From an optimization exercise on the open Yosys and OpenROAD flow, aimed at small area; shortcuts taken in it are not production practice. In this exercise RTL edits were held to simulation tests only and were not proved equivalent to the original. No activity file was given, so power comes from the tool's default toggle rates.

==> flow/design.v <==
module PongGame_Board1 (
    input clock,
    input reset,             
    input [1:0] p0_move,
    input [1:0] p1_move,
    input [2:0] p0_colour,
    input [2:0] p1_colour,
    input p0_play,
    input p1_play,
    output [6:0] hex0,
    output [6:0] hex5,
    output [6:0] hex4,
    output [9:0] led,
    output [3:0] p1_scoreOut,
    output vga_clk,
    output vga_hs,
    output vga_vs,
    output [7:0] vga_R,
    output [7:0] vga_G,
    output [7:0] vga_B
);
    localparam XO = 145;     
    localparam YO = 35;      
    reg [2:0] q8;
    reg [4:0] a25;
    reg [2:0] b5;
    wire a_wrap = a25[4] & a25[3];       
    wire b_wrap = b5[2];                 
    wire pix        = ~q8[0];
    wire pmove_tick = a_wrap & ~q8[2] & q8[1] & q8[0];           
    wire bally_tick = a_wrap & b_wrap & ~q8[0];                  
    wire ballx_tick = a_wrap & b_wrap & ~q8[1] & q8[0];          
    always @(posedge clock) begin
        if (reset) begin
            q8 <= 3'd0;
            a25 <= 5'd0;
            b5 <= 3'd0;
        end else begin
            q8 <= q8 + 3'd1;
            a25 <= a_wrap ? 5'd0 : a25 + 5'd1;
            if (a_wrap) b5 <= b_wrap ? 3'd0 : b5 + 3'd1;
        end
    end
    assign vga_clk = q8[0];
    reg [9:0] h;
    reg [9:0] v;
    reg hs, vs;
    wire h_end = h[9] & h[8] & h[5];             
    wire v_end = v[9] & v[3] & v[2] & v[0];      
    always @(posedge clock) begin
        if (reset) begin
            h <= 10'd0;
            v <= 10'd0;
            hs <= 1'b0;
            vs <= 1'b0;
        end else if (pix) begin
            h <= h_end ? 10'd0 : h + 10'd1;
            if (h_end) v <= v_end ? 10'd0 : v + 10'd1;
            hs <= (h >= 10'd96);
            vs <= (v >= 10'd2);
        end
    end
    assign vga_hs = hs;
    assign vga_vs = vs;
    wire inD = (h >= 10'd145) & (h < 10'd785) & (v >= 10'd35) & (v < 10'd515);
    reg [9:0] bx;
    reg [8:0] by;
    reg xDir, yDir;
    reg [3:0] s0, s1;
    reg [8:0] p0, p1;
    wire inPlay = p0_play & p1_play;
    wire p0_win = s0[3] & s0[1];         
    wire p1_win = s1[3] & s1[1];
    wire win = p0_win | p1_win;
    wire gameOver = win & inPlay;
    wire newGame = win & ~inPlay;
    localparam [9:0] BX_INIT = 10'd310 + XO;
    localparam [9:0] BX_MIN  = 10'd16 + XO;
    localparam [9:0] BX_MAX  = 10'd610 + XO;
    localparam [8:0] BY_INIT = 9'd230 + YO;
    localparam [8:0] BY_MIN  = 9'd21 + YO;
    localparam [8:0] BY_MAX  = 9'd439 + YO;
    localparam [8:0] P_INIT  = 9'd229 + YO;
    localparam [8:0] P_MIN   = 9'd21 + YO;
    localparam [8:0] P_MAX   = 9'd379 + YO;
    wire [9:0] c0 = {1'b0, by} - {1'b0, p0} + 10'd19;
    wire [9:0] c1 = {1'b0, by} - {1'b0, p1} + 10'd19;
    wire p0_coll = (c0 < 10'd99);
    wire p1_coll = (c1 < 10'd99);
    always @(posedge clock) begin
        if (reset) begin
            by <= BY_INIT;
            yDir <= 1'b0;
        end else if (gameOver) begin
            by <= BY_INIT;
        end else if (bally_tick & inPlay) begin
            if (!yDir) begin
                if (by == BY_MIN) yDir <= 1'b1;
                else by <= by - 9'd1;
            end else begin
                if (by == BY_MAX) yDir <= 1'b0;
                else by <= by + 9'd1;
            end
        end
    end
    always @(posedge clock) begin
        if (reset) begin
            bx <= BX_INIT;
            xDir <= 1'b0;
            s0 <= 4'd0;
            s1 <= 4'd0;
        end else if (gameOver) begin
            bx <= BX_INIT;
        end else if (ballx_tick) begin
            if (newGame) begin
                bx <= BX_INIT;
                s0 <= 4'd0;
                s1 <= 4'd0;
            end else if (inPlay) begin
                if (!xDir) begin
                    if (bx == BX_MIN) begin
                        if (p0_coll) xDir <= 1'b1;
                        else begin
                            bx <= BX_INIT;
                            s1 <= s1 + 4'd1;
                        end
                    end else bx <= bx - 10'd1;
                end else begin
                    if (bx == BX_MAX) begin
                        if (p1_coll) xDir <= 1'b0;
                        else begin
                            bx <= BX_INIT;
                            s0 <= s0 + 4'd1;
                        end
                    end else bx <= bx + 10'd1;
                end
            end
        end
    end
    wire pmove = pmove_tick & inPlay;
    always @(posedge clock) begin
        if (reset | gameOver) begin
            p0 <= P_INIT;
            p1 <= P_INIT;
        end else if (pmove) begin
            if (~p0_move[0]) begin
                if (p0 != P_MIN) p0 <= p0 - 9'd1;
            end else if (~p0_move[1]) begin
                if (p0 != P_MAX) p0 <= p0 + 9'd1;
            end
            if (~p1_move[0]) begin
                if (p1 != P_MIN) p1 <= p1 - 9'd1;
            end else if (~p1_move[1]) begin
                if (p1 != P_MAX) p1 <= p1 + 9'd1;
            end
        end
    end
    wire [9:0] dbx = h - bx;
    wire [9:0] dby = v - {1'b0, by};
    wire [9:0] dp0 = v - {1'b0, p0};
    wire [9:0] dp1 = v - {1'b0, p1};
    wire ballHit = inD & (dbx < 10'd15) & (dby < 10'd20);
    wire p0Hit = inD & (h >= 10'd11 + XO) & (h < 10'd16 + XO) & (dp0 < 10'd80);
    wire p1Hit = inD & (h >= 10'd625 + XO) & (h < 10'd630 + XO) & (dp1 < 10'd80);
    wire anyBox = ballHit | p0Hit | p1Hit;
    wire [2:0] f0 = p0_colour | {~|p0_colour, 2'b00};
    wire [2:0] f1 = p1_colour | {~|p1_colour, 2'b00};
    wire [2:0] boxCol = {3{ballHit}} | ({3{p0Hit}} & f0) | ({3{p1Hit}} & f1);
    wire inBorder = inD & (
        (((h == 10'd10 + XO) | (h == 10'd630 + XO)) & (v >= 10'd20 + YO) & (v < 10'd460 + YO)) |
        (((v == 10'd20 + YO) | (v == 10'd460 + YO)) & (h >= 10'd10 + XO) & (h < 10'd630 + XO)));
    wire t_p = ((h == (242) + XO) & ((v >= (150) + YO) & (v < (230) + YO))) | ((h == (272) + XO) & ((v >= (150) + YO) & (v < (190) + YO))) |
               (((v == (150) + YO) | (v == (190) + YO)) & ((h >= (242) + XO) & (h < (272) + XO)));
    wire t_1 = (h == (286) + XO) & ((v >= (150) + YO) & (v < (230) + YO));
    wire t_2 = ((h == (286) + XO) & ((v >= (190) + YO) & (v < (230) + YO))) | ((h == (316) + XO) & ((v >= (150) + YO) & (v < (190) + YO))) |
               (((v == (150) + YO) | (v == (190) + YO) | (v == (230) + YO)) & ((h >= (286) + XO) & (h < (316) + XO)));
    wire t_w = (((h == (208) + XO) | (h == (238) + XO)) & ((v >= (250) + YO) & (v < (330) + YO))) | ((v == (330) + YO) & ((h >= (208) + XO) & (h < (238) + XO))) |
               ((h == (223) + XO) & ((v >= (290) + YO) & (v < (330) + YO)));
    wire t_i = (h == (252) + XO) & ((v >= (250) + YO) & (v < (330) + YO));
    wire t_n = (((h == (276) + XO) | (h == (306) + XO)) & ((v >= (250) + YO) & (v < (330) + YO))) | ((v == (250) + YO) & ((h >= (276) + XO) & (h < (306) + XO)));
    wire t_s = ((h == (320) + XO) & ((v >= (250) + YO) & (v < (290) + YO))) | ((h == (350) + XO) & ((v >= (290) + YO) & (v < (330) + YO))) |
               (((v == (250) + YO) | (v == (290) + YO) | (v == (330) + YO)) & ((h >= (320) + XO) & (h < (350) + XO)));
    wire t_common = t_p | t_w | t_i | t_n | t_s;
    wire winDraw = inD & ((p0_win & (t_common | t_1)) | (p1_win & (t_common | t_2)));
    wire [2:0] winCol = p0_win ? f0 : f1;
    reg [2:0] col;
    reg isBox;
    reg [2:0] rgb;
    always @(posedge clock) begin
        if (pix) begin
            col <= {3{inBorder}} | (gameOver ? ({3{winDraw}} & winCol) : boxCol);
            isBox <= ~gameOver & anyBox;
        end else if (gameOver & isBox) begin
            col <= 3'd0;
            isBox <= 1'b0;
        end
    end
    always @(posedge clock) begin
        if (reset) rgb <= 3'd0;
        else if (pix) rgb <= inD ? col : 3'd0;
    end
    assign vga_R = {8{rgb[2]}};
    assign vga_G = {8{rgb[1]}};
    assign vga_B = {8{rgb[0]}};
    assign p1_scoreOut = s1;
    assign hex5 = 7'b0001100;
    assign hex4 = 7'b1111001;
    reg [6:0] seg;
    always @* begin
        case (s0)
            4'h0: seg = 7'b1000000;
            4'h1: seg = 7'b1111001;
            4'h2: seg = 7'b0100100;
            4'h3: seg = 7'b0110000;
            4'h4: seg = 7'b0011001;
            4'h5: seg = 7'b0010010;
            4'h6: seg = 7'b0000010;
            4'h7: seg = 7'b1111000;
            4'h8: seg = 7'b0000000;
            4'h9: seg = 7'b0011000;
            4'hA: seg = 7'b0001000;
            4'hB: seg = 7'b0000011;
            4'hC: seg = 7'b1000110;
            4'hD: seg = 7'b0100001;
            4'hE: seg = 7'b0000110;
            default: seg = 7'b0001110;
        endcase
    end
    assign hex0 = seg;
    assign led = {s0 >= 4'd10, s0 >= 4'd9, s0 >= 4'd8, s0 >= 4'd7, s0 >= 4'd6,
                  s0 >= 4'd5, s0 >= 4'd4, s0 >= 4'd3, s0 >= 4'd2, s0 >= 4'd1};
endmodule
==> flow/run.sh <==
#!/bin/bash
# synth_recipe.tcl (not shown) runs the flow's synth.tcl, then flattens the netlist and writes it again
# the make line also repeats each setting of config.mk as NAME=value (left out here)
make -C /OpenROAD-flow-scripts/flow DESIGN_CONFIG=/design/flow/config.mk WORK_HOME=/design/flow/orfs CLKGATE_MAP_FILE= SYNTH_SCRIPT=/design/flow/synth_recipe.tcl finish
==> flow/config.mk <==
export PLATFORM = sky130hd
export DESIGN_NAME = PongGame_Board1
export DESIGN_NICKNAME = PongGame_Board1
export VERILOG_FILES = /design/flow/design.v
export SDC_FILE = /design/flow/constraint.sdc
export NUM_CORES = 4
export LEC_CHECK = 0
export CAP_MARGIN = 20
export CORE_MARGIN = 2
export CORE_UTILIZATION = 40
export SLEW_MARGIN = 20
==> flow/constraint.sdc <==
create_clock -name core_clock -period 10.0 [get_ports {clock}]
set_input_delay 2.0000 -clock core_clock [delete_from_list [all_inputs] [get_ports {clock}]]
set_output_delay 2.0000 -clock core_clock [all_outputs]
set_load 0.01 [all_outputs]
==> impl_metrics.toml <==
[critical_path]
crit_slowest_cell = "clkdlybuf4s50_1"
r2r_cells = 19
cp_cell_sequence = "clkdlybuf4s50_1 -> nand2_1 -> a21oi_1 -> nand2_1 -> nor2_1 -> nand3_1 -> a21oi_1 -> inv_1 -> ha_1 -> inv_1 -> nand2_1 -> mux2_2 -> a22o_1"
worstPathMaxFanout = 6
cpLargestDelayFamily = "compound AO/OA/AOI/OAI gates"
cp-start-kind = "primary input"
worstSetupPathType = "in -> reg"
cp-end-kind = "register"
timing.rr.end = "hex0[3]"
cp_slowest_stage_delay_ns = 0.56
r2r_setup_slack_ns = 5.24
timing.rr.start = "p1[1]"
cp.arrival_ns = 5.08
path_buf_inv = 3
cp_num_cells = 13
critPathMostFrequentCell = "nand2_1"
required_ns = 10.26

[yosys]
synth_area_per_cell_um2 = 7.691
async_flop_share = 0
yosys.area_share.simple = 0.2480
syn_inst = 1230
yosys-top-cells-area = "dfxtp_1 (19%), ha_1 (15%), nor2_1 (5.3%)"
synth_compound_area_frac = 0.2205
yosys_warnings = 1
synth_commonest_cells = "nor2_1 (134), ha_1 (112), inv_1 (96)"
yosysTopAreaCell = "dfxtp_1"
yosys.area_share.adder = 0.1608
synth_edf_count = 4
ys_seq_area_frac = 0.2031
syn_area_um2 = 9460
synthFlopType = "dfxtp_1"
synthMuxAreaShare = 0.01878
synth_top_family_by_area = "simple AND/OR/NAND/NOR gates"
synth_top_area_frac = 0.1905
ys_types = 93
yosys.area_share.xor_xnor = 0.06004
ys_ff_latch = 94
yosysMostFrequentCell = "nor2_1"

[power]
switching_power_mw = 0.2074
clockPowerShare = 0.428
p_per_area_nw_per_um2 = 78.74
ir_drop_v = 0.00006774
p_int_mw = 0.6100
sequentialPowerShare = 0.477
switching_share = 0.2537
leakage_nw = 4.255
p_comb_frac = 0.095

[route]
drt_iter0_markers = 683
via_per_inst = 5.650
drtPass1Iterations = 5
drc = 0
drt-total-wl_um = 24660
drtAntennaViolNets = 0
wl_per_cell_um = 15.85
num_vias = 8792

[layout]
fillCellCount = 2373
regArea_um2 = 1922
drive_gt1_frac = 0.04770
area_delta_synth_final_pct = 9.721
antenna_cells = 0
multiInputGateArea_um2 = 6759
fin_nets = 1365

[timing]
post-route-period-util = 0.4823
whs_ns = 0.4559
worstMarginPinSlew_ns = 1.037
setup_viol_count_final = 0
slew_headroom = 0.3079
fin_skew_ns = 0.01201
max_freq_ghz = 0.2073
maxSlewViolCount = 0
fin_crit_ns = 4.823
rsz0062_at_grt = "false"
setup_tns_ns = 0
final-hold-violation-count = 0

[run]
max_cap_violations = 0

[global_route]
grt_max_degree = 34
antenna_found_initial = 0
overflow = 0
first_global_vias = 7859
grt_pass1_wl_um = 40610
grtUsageTotal = 0.2015

[hold_path]
hold_path_class = "reg -> reg"
min_path_cells = 1
hold_start = "a25[0]"
holdPathEnd = "a25[0]"

[die]
io_pins = 76
die-area_um2 = 24900
die_h_um = 157.8
start_util = 0.4055
num_rows = 56
coreArea_um2 = 23330
die_x_um = 157.8

[cts]
clockBufferDepth = 2
path_clk_slew_ns = 0.07
root_buffer = "clkbuf_16"
cts_hold_buf = 0
h-tree-depth = 3
cts_buffers = 9
cts_tree = "done"
clk_latency_ns = 0.36
cts_resized = 0
cts.sinks = 94
cts_setup_buffers = 0

[status]
status = "timing/DRC/antenna clean"

[place]
routabilityCongestion = 0.9160
port_buffers = 61
dp_hpwl_um = 18600
[sequential cells by signal, summed over array words and instances, names as in the netlist, 4 cells and up]
signal  cells
bx         10
h          10
v          10
by          9
p0          9
p1          9
hex0        7
a25         5
s0          4
s1          4
[layout by cell type, fill, tap and decap left out, types with 16 or more instances in the layout]
| master | n |
|---|---|
| nor2_1 | 134 |
| ha_1 | 112 |
| inv_1 | 96 |
| dfxtp_1 | 90 |
| a21oi_1 | 85 |
| nand2_1 | 71 |
| clkdlybuf4s50_1 | 61 |
| xnor2_1 | 43 |
| nand3_1 | 41 |
| nor3_1 | 40 |
| o21ai_0 | 38 |
| xor2_1 | 20 |
| a21o_1 | 19 |
| nor4_1 | 19 |
| nand4_1 | 18 |
| nand2b_1 | 17 |
| a31oi_1 | 17 |
| o21bai_1 | 17 |
| nor2b_1 | 16 |
[worst max-delay path by stage]
stage | slack, ns | to | start
after detailed placement | 4.86 | p1[8] | p1_play
after floorplan | 5.83 | hex0[3] | p1[1]
final | 5.18 | hex0[3] | p1_play
after global routing | 4.94 | hex0[3] | p1[1]
after global placement | 4.94 | p1[8] | p0_play
after CTS | 5.24 | hex0[3] | p0_play
[layer usage]
layer | wire length [um] | vias up | global-route usage | part of all wire
met3 | 899 | 40 | 0.01889 | 0.036
li1 | - | 4409 | - | -
met2 | 11120 | 227 | 0.3207 | 0.45
met5 | 0 | - | 0 | 0
met1 | 11970 | 4116 | 0.2818 | 0.49
met4 | 669 | 0 | 0.07532 | 0.027
[metrics by stage]
step	utilization	instances	power, mW	cell area (um^2)	worst slack, ns
floorplan	-	1242	0.4516	9505	5.833
global placement	0.4317	1539	0.4750	10070	4.938
detailed placement	0.4317	1539	0.4761	10070	4.864
CTS	0.4440	1554	0.8265	10360	5.240
global route	0.4449	1556	0.8507	10380	4.935
finish	0.4449	1556	0.8174	10380	5.177
[layout make-up]
cell class,count,area share
repair buffers,67,0.06292
well taps,319,0.03845
multi-input cells,965,0.6512
flip-flops and latches,94,0.1851
clock buffers,10,0.02206
clock inverters,5,0.005545
inverters,96,0.03472
[power groups by stage]
| stage | Combinational, mW | Clock, mW | Sequential [mW] |
|---|---|---|---|
| after CTS | 0.0781 | 0.359 | 0.390 |
| after global placement | 0.0764 | 0 | 0.399 |
| final | 0.0777 | 0.350 | 0.390 |
| after global routing | 0.0872 | 0.373 | 0.391 |
| after detailed placement | 0.0776 | 0 | 0.399 |
| after floorplan | 0.0549 | 0 | 0.397 |
[cell families after synthesis]
family | after synthesis
AND/OR/NAND/NOR | 451
AO/OA/AOI/OAI | 301
buffers and inverters | 183
adder cells (fa/ha/maj) | 118
flip-flops | 94
XOR/XNOR | 64
multiplexers | 17
other | 2

## static timing again, ports no longer ideal
The flow's constraints put no driver on any port. The routed layout listed below was extracted and timed again, unchanged, in two steps.
Step 1 (the two cells are an assumption about what drives the block):
set clk [get_ports {clock}]
set_driving_cell -lib_cell sky130_fd_sc_hd__clkbuf_16 $clk
set_driving_cell -lib_cell sky130_fd_sc_hd__buf_2 [delete_from_list [all_inputs] $clk]
Step 2 also shifts input and output timing later by t, the mid clock arrival at the registers, as if the neighbouring blocks saw the same clock.
Three values: ideal, step 1, step 2; two values: the first two.
t, ns: 0.397
setup WS [ns]: 5.177 / 5.198 / 4.802
hold WS [ns]: 0.456 / 0.456 / 0.456
pins driven straight from the clock port: 1
After both steps setup and hold are still met in this run. For this run, drivers alone change the setup slack by +0.021 ns; drivers and shift together by -0.375 ns.
